What follows belongs to an exercise in optimizing a design on an open flow for small area; a production flow would make more cautious choices.
The RTL was checked by simulation tests, not by an equivalence proof against the original design.
The clock port is modelled as an ideal driver, which makes a skipped or thinned clock tree look cheaper than it is; a real chip needs a root buffer or a tree.
Power figures rest on the tool's default switching activity, not on a simulated workload.

## job 101
Design micro, start of the top module:
module micro
(
    input  logic        _iClk,
    input  logic        _iReset,
    input  logic [7:0]  _iInstMemData,
    output logic [7:0]  _oInstMemAddr,
    input  logic [7:0]  _iDataMemRData,
    output logic [7:0]  _oDataMemAddr,
    output logic [7:0]  _oDataMemWData,
    output logic        _oDataMemWrite
);
make LEC_CHECK=0 CAP_MARGIN=20 CORE_MARGIN=2 CORE_UTILIZATION=40 SLEW_MARGIN=20 finish   # period 10.0 ns
run.sh (not shown) runs the stock make flow with config.mk's settings and CLKGATE_MAP_FILE= SYNTH_SCRIPT=/design/flow/synth_recipe.tcl, a recipe that flattens the netlist after the stock synthesis.
Job 101 ran to completion and came out clean on the timing, DRC and antenna checks.
The inputs of job 102 differ from those of job 101 as listed below.
- putting CTS_CLUSTER_DIAMETER at 200 where nothing was set
- putting CTS_CLUSTER_SIZE at 50 where nothing was set
- putting CTS_BUF_LIST at sky130_fd_sc_hd__clkbuf_8 where nothing was set
==> flow/flow/run.sh (new file) <==
#!/bin/bash
# Standard ORFS layout (the standard.sh), with the port buffers that global
# placement inserts made from the smallest buffer cell instead of the default pick.
set -euo pipefail
export BUFFER_PORTS_ARGS="-buffer_cell sky130_fd_sc_hd__buf_1"
bash standard.sh > standard.log 2>&1
==> flow/standard.sh (new file) <==
#!/bin/bash
# synth_recipe.tcl (not shown) runs the flow's synth.tcl, then flattens the netlist and writes it again
# the make line also repeats each setting of config.mk as NAME=value (left out here)
make -C /OpenROAD-flow-scripts/flow DESIGN_CONFIG=/design/flow/config.mk WORK_HOME=/design/flow/orfs CLKGATE_MAP_FILE= SYNTH_SCRIPT=/design/flow/synth_recipe.tcl "${@:-finish}"
removed: flow/run.sh
==> summary.txt <==
For job 101, the cell at the slowest stage of the critical path was sky130_fd_sc_hd__clkdlybuf4s50_1, unlike job 102, where it was sky130_fd_sc_hd__o21ai_0.
Total chip power: job 102 vs job 101 down 2.4%
The fraction of power consumed by the clock network reported for job 102 is greater than that of job 101 by 2.3 points.
Clock network area share in job 102 vs job 101: up 0.48 points
When job 102 is measured against job 101, its total vias in the final route turns out 13 higher.
Measured against each other, job 101 and job 102 differ in worst setup slack, the higher figure coming from job 102.
The inputs of job 103 differ from those of job 102 as listed below.
- clearing CTS_CLUSTER_DIAMETER, which used to be 200
- clearing CTS_CLUSTER_SIZE, which used to be 50
==> flow/flow/run.sh <==
#!/bin/bash
# Layout flow: the standard ORFS flow (standard.sh) with three changes.
#  1. Synthesis maps logic with an area-oriented ABC script (flow/abc_area.script)
#     instead of ORFS's delay-oriented one. Synthesis is otherwise the standard
#     script (synth_recipe.tcl), so the registers are the standard synthesis's.
#  2. The buffers global placement puts on every input and output port use the
#     smallest buffer cell.
#  3. Clock tree synthesis uses no dummy load cells.
# Each tool's output goes to a log file in this folder.
set -euo pipefail
here=$PWD
rm -rf "$here/scripts_synth"
cp -r "$FLOW_HOME/scripts" "$here/scripts_synth"
cp "$here/flow/abc_area.script" "$here/scripts_synth/abc_speed.script"
SCRIPTS_DIR="$here/scripts_synth" bash standard.sh synth > synth.log 2>&1
export BUFFER_PORTS_ARGS="-buffer_cell sky130_fd_sc_hd__buf_1"
export CTS_ARGS="-sink_clustering_enable -sink_clustering_size 30 -sink_clustering_max_diameter 500 -repair_clock_nets -buf_list sky130_fd_sc_hd__clkbuf_8 -root_buf sky130_fd_sc_hd__clkbuf_8 -dont_use_dummy_load"
bash standard.sh > layout.log 2>&1
==> flow/flow/abc_area.script (new file) <==
strash
dch -f
map -a
strash
dch -f
map -a
topo
Findings:
Note that the wire length after detailed routing recorded for job 102 amounts to 1.07 times the value seen in job 103. Cmp job 102 and job 103 / final critical-path required period / higher: job 102. As far as switching share of power is concerned, job 103 and job 102 perform about the same. Job 102 → job 103: utilization now sits higher, fraction of area in registers now sits higher, largest net degree at the start of global routing now sits higher.
Modified inputs, job 104 compared to job 103
--- a/flow/flow/run.sh
+++ b/flow/flow/run.sh
@@ -15,4 +15,4 @@
 SCRIPTS_DIR="$here/scripts_synth" bash standard.sh synth > synth.log 2>&1
 export BUFFER_PORTS_ARGS="-buffer_cell sky130_fd_sc_hd__buf_1"
-export CTS_ARGS="-sink_clustering_enable -sink_clustering_size 30 -sink_clustering_max_diameter 500 -repair_clock_nets -buf_list sky130_fd_sc_hd__clkbuf_8 -root_buf sky130_fd_sc_hd__clkbuf_8 -dont_use_dummy_load"
+export CTS_ARGS="-repair_clock_nets -buf_list sky130_fd_sc_hd__clkbuf_16 -root_buf sky130_fd_sc_hd__clkbuf_16 -dont_use_dummy_load"
 bash standard.sh > layout.log 2>&1
Results
Job 104 reached the final stage; the timing, DRC and antenna checks on its layout passed.
On layout-stage area growth over the synthesis result: between job 103 and job 104, it ends up higher for job 104.
On number of flip-flops and latches in the synthesized netlist, job 104 tracks job 103 almost exactly.
Job 103 → job 104: number of cells upsized or downsized after cts shows no meaningful change; worst hold slack now sits lower.
Of job 103 and job 104, the lower clock group power belongs to job 103.
met1 wire length went down slightly going from job 103 to job 104.
[inputs] job 105 vs job 104
--- a/flow/flow/run.sh
+++ b/flow/flow/run.sh
@@ -6,5 +6,6 @@
 #  2. The buffers global placement puts on every input and output port use the
 #     smallest buffer cell.
-#  3. Clock tree synthesis uses no dummy load cells.
+#  3. Clock tree synthesis is replaced by one buffer that drives every flip-flop
+#     clock pin (flow/cts_single.tcl).
 # Each tool's output goes to a log file in this folder.
 set -euo pipefail
@@ -15,4 +16,5 @@
 SCRIPTS_DIR="$here/scripts_synth" bash standard.sh synth > synth.log 2>&1
 export BUFFER_PORTS_ARGS="-buffer_cell sky130_fd_sc_hd__buf_1"
-export CTS_ARGS="-repair_clock_nets -buf_list sky130_fd_sc_hd__clkbuf_16 -root_buf sky130_fd_sc_hd__clkbuf_16 -dont_use_dummy_load"
+export PRE_CTS_TCL="$here/flow/cts_single.tcl"
+export CLOCK_ROOT_BUFFER=sky130_fd_sc_hd__buf_12
 bash standard.sh > layout.log 2>&1
==> flow/flow/cts_single.tcl (new file) <==
# Sourced by ORFS's cts.tcl (PRE_CTS_TCL hook) before it calls clock_tree_synthesis.
# This design has few flip-flops, close together, so instead of a buffer tree one
# strong buffer, placed at the centre of the flip-flops, drives every clock pin.
proc clock_tree_synthesis { args } {
  set block [ord::get_db_block]
  set net [[$block findBTerm _iClk] getNet]
  set sx 0.0
  set sy 0.0
  set n 0
  foreach it [$net getITerms] {
    set bb [[$it getInst] getBBox]
    set sx [expr { $sx + ([$bb xMin] + [$bb xMax]) / 2.0 }]
    set sy [expr { $sy + ([$bb yMin] + [$bb yMax]) / 2.0 }]
    incr n
  }
  set dbu [$block getDbUnitsPerMicron]
  set x [expr { $sx / $n / $dbu }]
  set y [expr { $sy / $n / $dbu }]
  puts "single clock buffer for $n sinks at ($x, $y)"
  insert_buffer -buffer_cell $::env(CLOCK_ROOT_BUFFER) -net [$net getName] \
    -location [list $x $y] -buffer_name clkbuf_root -net_name clknet_root
  foreach n2 [$block getNets] {
    foreach it [$n2 getITerms] {
      if { [[$it getMTerm] getName] == "CLK" } { $n2 setSigType CLOCK; break }
    }
  }
  $net setSigType CLOCK
  set_propagated_clock [all_clocks]
}
==> summary.txt <==
Core util | job 105 vs job 104 | job 105 lower. On wire length, job 105 does better than job 104. In the metrics for job 104 and job 105, the one carrying the lower tightest slew margin relative to the limit is job 105. Sort job 104 and job 105 by met3 track demand over resource, descending, and job 104 comes first.
In job 105 the design's own scripts or RTL, not TritonCTS, make the clock network.

* * *

Setup of JK:
Starting RTL as in the previous note.
export LEC_CHECK = 0
export CAP_MARGIN = 20
export CORE_MARGIN = 2
export CORE_UTILIZATION = 40
export CTS_BUF_LIST = sky130_fd_sc_hd__clkbuf_8
export SLEW_MARGIN = 20
create_clock -name core_clock -period 10.0 [get_ports {_iClk}]
standard.sh (not shown) runs the stock make flow with config.mk's settings and CLKGATE_MAP_FILE= SYNTH_SCRIPT=/design/flow/synth_recipe.tcl, a recipe that flattens the netlist after the stock synthesis.
==> flow/flow/run.sh <==
#!/bin/bash
# Layout flow: the standard ORFS flow (standard.sh) with three changes.
#  1. Synthesis maps logic with an area-oriented ABC script (flow/abc_area.script)
#     instead of ORFS's delay-oriented one. Synthesis is otherwise the standard
#     script (synth_recipe.tcl), so the registers are the standard synthesis's.
#  2. The buffers global placement puts on every input and output port use the
#     smallest buffer cell.
#  3. Clock tree synthesis uses no dummy load cells.
# Each tool's output goes to a log file in this folder.
set -euo pipefail
here=$PWD
rm -rf "$here/scripts_synth"
cp -r "$FLOW_HOME/scripts" "$here/scripts_synth"
cp "$here/flow/abc_area.script" "$here/scripts_synth/abc_speed.script"
SCRIPTS_DIR="$here/scripts_synth" bash standard.sh synth > synth.log 2>&1
export BUFFER_PORTS_ARGS="-buffer_cell sky130_fd_sc_hd__buf_1"
export CTS_ARGS="-sink_clustering_enable -repair_clock_nets -buf_list sky130_fd_sc_hd__clkbuf_8 -dont_use_dummy_load"
bash standard.sh > layout.log 2>&1
==> flow/flow/abc_area.script <==
strash
dch -f
map -a
strash
dch -f
map -a
topo
No stage failed in JK, and the final checks on the layout all came back clean.
Edits applied to the flow inputs when going from JK to MS:
==> flow/flow/run.sh <==
#!/bin/bash
# Standard ORFS layout (the standard.sh), with the port buffers that global
# placement inserts made from the smallest buffer cell instead of the default pick.
set -euo pipefail
export BUFFER_PORTS_ARGS="-buffer_cell sky130_fd_sc_hd__buf_1"
bash standard.sh > standard.log 2>&1
removed: flow/flow/abc_area.script
### Flow results
Looking only at sequential area share after synthesis, and setting everything else aside, the higher value of JK and MS goes to JK.
Taking MS as 1.0, JK lands at 1.13 on number of cells in the finished layout apart from fillers.
Delta (MS minus JK): headroom to the max-slew limit rose 7.7 points; met3 wire length went down 47 um.
Note that the cell area power density recorded for MS amounts to 0.939 times the value seen in JK.
There was hardly any difference in path length in cells of the critical path between JK and MS.
Final routed wirelength across all metal layers deteriorates in MS relative to JK.

* * *

## garnet
Another version of the RTL of micro (not shown whole).
Size: ~43 I/O pins.
==> flow/config.mk <==
export PLATFORM = sky130hd
export DESIGN_NAME = micro
export DESIGN_NICKNAME = micro
export VERILOG_FILES = /design/flow/design.v
export SDC_FILE = /design/flow/constraint.sdc
export NUM_CORES = 4
export LEC_CHECK = 0
export CAP_MARGIN = 20
export CORE_MARGIN = 2
export CORE_UTILIZATION = 65
export PLACE_DENSITY = 0.75
export SLEW_MARGIN = 20
==> flow/constraint.sdc <==
create_clock -name core_clock -period 10.0 [get_ports {_iClk}]
set_input_delay 2.0000 -clock core_clock [delete_from_list [all_inputs] [get_ports {_iClk}]]
set_output_delay 2.0000 -clock core_clock [all_outputs]
set_load 0.01 [all_outputs]
==> flow/flow/run.sh <==
#!/bin/bash
# Layout flow: the standard ORFS flow (standard.sh) with three changes.
#  1. Synthesis maps logic with an area-oriented ABC script (flow/abc_area.script)
#     instead of ORFS's delay-oriented one. Synthesis is otherwise the standard
#     script (synth_recipe.tcl), so the registers are the standard synthesis's.
#  2. The buffers global placement puts on every input and output port use the
#     smallest buffer cell.
#  3. Clock tree synthesis is replaced by one buffer that drives every flip-flop
#     clock pin (flow/cts_single.tcl).
# Each tool's output goes to a log file in this folder.
set -euo pipefail
here=$PWD
rm -rf "$here/scripts_synth"
cp -r "$FLOW_HOME/scripts" "$here/scripts_synth"
cp "$here/flow/abc_area.script" "$here/scripts_synth/abc_speed.script"
SCRIPTS_DIR="$here/scripts_synth" bash standard.sh synth > synth.log 2>&1
export BUFFER_PORTS_ARGS="-buffer_cell sky130_fd_sc_hd__buf_1"
export PRE_CTS_TCL="$here/flow/cts_single.tcl"
export CLOCK_ROOT_BUFFER=sky130_fd_sc_hd__buf_12
bash standard.sh > layout.log 2>&1
==> flow/flow/abc_area.script <==
strash
dch -f
map -a
strash
dch -f
map -a
topo
==> flow/flow/cts_single.tcl <==
# Sourced by ORFS's cts.tcl (PRE_CTS_TCL hook) before it calls clock_tree_synthesis.
# This design has few flip-flops, close together, so instead of a buffer tree one
# strong buffer, placed at the centre of the flip-flops, drives every clock pin.
proc clock_tree_synthesis { args } {
  set block [ord::get_db_block]
  set net [[$block findBTerm _iClk] getNet]
  set sx 0.0
  set sy 0.0
  set n 0
  foreach it [$net getITerms] {
    set bb [[$it getInst] getBBox]
    set sx [expr { $sx + ([$bb xMin] + [$bb xMax]) / 2.0 }]
    set sy [expr { $sy + ([$bb yMin] + [$bb yMax]) / 2.0 }]
    incr n
  }
  set dbu [$block getDbUnitsPerMicron]
  set x [expr { $sx / $n / $dbu }]
  set y [expr { $sy / $n / $dbu }]
  puts "single clock buffer for $n sinks at ($x, $y)"
  insert_buffer -buffer_cell $::env(CLOCK_ROOT_BUFFER) -net [$net getName] \
    -location [list $x $y] -buffer_name clkbuf_root -net_name clknet_root
  foreach n2 [$block getNets] {
    foreach it [$n2 getITerms] {
      if { [[$it getMTerm] getName] == "CLK" } { $n2 setSigType CLOCK; break }
    }
  }
  $net setSigType CLOCK
  set_propagated_clock [all_clocks]
}
garnet: PASS, flow complete, no timing, DRC or antenna violations
> inputs changed (garnet -> harbor)
- a deleted PLACE_DENSITY that had been 0.75
- a change of CORE_UTILIZATION from 65 to 40
- an added CTS_BUF_LIST of sky130_fd_sc_hd__clkbuf_8
--- a/flow/flow/run.sh
+++ b/flow/flow/run.sh
@@ -3,3 +3,4 @@
 #  1. Synthesis maps logic with an area-oriented ABC script (flow/abc_area.script)
-#     instead of ORFS's delay-oriented one. Synthesis is otherwise the standard
+#     instead of ORFS's delay-oriented one, and leaves adders to ABC instead of
+#     extracting full/half adder cells first. Synthesis is otherwise the standard
 #     script (synth_recipe.tcl), so the registers are the standard synthesis's.
@@ -15,3 +16,3 @@
 cp "$here/flow/abc_area.script" "$here/scripts_synth/abc_speed.script"
-SCRIPTS_DIR="$here/scripts_synth" bash standard.sh synth > synth.log 2>&1
+SCRIPTS_DIR="$here/scripts_synth" ADDER_MAP_FILE= bash standard.sh synth > synth.log 2>&1
 export BUFFER_PORTS_ARGS="-buffer_cell sky130_fd_sc_hd__buf_1"
[summary]
In the tables for harbor and garnet, routed wire length reads lower with garnet.
Where worst slack after detailed placement is concerned, garnet is outperformed by harbor.
Between garnet and harbor, the worst-skew pair later-pin latency figures differ only marginally.
Met1 track demand over resource: harbor and garnet compared, lower one is harbor
garnet ended up with fewer cell instances than harbor did.
harbor vs. garnet: average instance area after synthesis went down by about 14%, total die area has increased, setup slack increased by 28 ps relative to the old numbers, chip width higher, cell area after placement higher.
The inputs of juniper differ from those of harbor as listed below.
--- a/flow/flow/run.sh
+++ b/flow/flow/run.sh
@@ -3,4 +3,3 @@
 #  1. Synthesis maps logic with an area-oriented ABC script (flow/abc_area.script)
-#     instead of ORFS's delay-oriented one, and leaves adders to ABC instead of
-#     extracting full/half adder cells first. Synthesis is otherwise the standard
+#     instead of ORFS's delay-oriented one. Synthesis is otherwise the standard
 #     script (synth_recipe.tcl), so the registers are the standard synthesis's.
@@ -16,3 +15,3 @@
 cp "$here/flow/abc_area.script" "$here/scripts_synth/abc_speed.script"
-SCRIPTS_DIR="$here/scripts_synth" ADDER_MAP_FILE= bash standard.sh synth > synth.log 2>&1
+SCRIPTS_DIR="$here/scripts_synth" bash standard.sh synth > synth.log 2>&1
 export BUFFER_PORTS_ARGS="-buffer_cell sky130_fd_sc_hd__buf_1"
## What came out
juniper against harbor: number of cells on the worst reg-to-reg path down 1; placeable core area increased by 0.76% relative to the old numbers; final area held steady. Going from harbor to juniper, critical path depth grows by 7. Max freq harbor -> juniper: improved. Number of cell rows: harbor vs juniper — no meaningful difference.
No run of this note takes its clock network from TritonCTS; it comes from the design's own scripts or RTL.

[afterwards: timing with drivers on the ports]
The flow's constraints put no driver on any port. The routed layouts listed below were extracted and timed again, unchanged, in two steps.
Step 1: set_driving_cell puts a clkbuf_16 on _iClk and a buf_2 on each other input, an assumption about the parent block.
Step 2 adds t to the input delays and takes it off the output delays; t is the mean of the earliest and latest rising clock arrival at the registers after step 1. Input paths then give back, and output paths get back, about the clock's delay inside the block.
Slacks: ideal ports / drivers / drivers and shift; pairs: ideal ports / drivers.
| run | shift t [ns] | setup slack, ns | worst setup path after step 2 | cell pins on the clock port's net |
|---|---|---|---|---|
| job 101 | 0.297 | 4.566 / 4.543 / 4.543 | input to output | 1 |
| job 102 | 0.301 | 5.263 / 5.242 / 5.189 | input to register | 1 |
| job 103 | 0.290 | 5.316 / 5.284 / 5.142 | input to register | 1 |
| job 104 | 0.286 | 5.308 / 5.276 / 5.139 | input to register | 1 |
| job 105 | 0.170 | 5.317 / 5.285 / 5.157 | input to register | 1 |
| JK | 0.290 | 5.316 / 5.284 / 5.142 | input to register | 1 |
| MS | 0.301 | 5.263 / 5.242 / 5.189 | input to register | 1 |
| garnet | 0.168 | 5.257 / 5.267 / 5.099 | input to register | 1 |
| harbor | 0.171 | 5.286 / 5.262 / 5.262 | input to output | 1 |
| juniper | 0.174 | 5.331 / 5.337 / 5.171 | input to register | 1 |
After both steps every run listed still meets setup and hold.
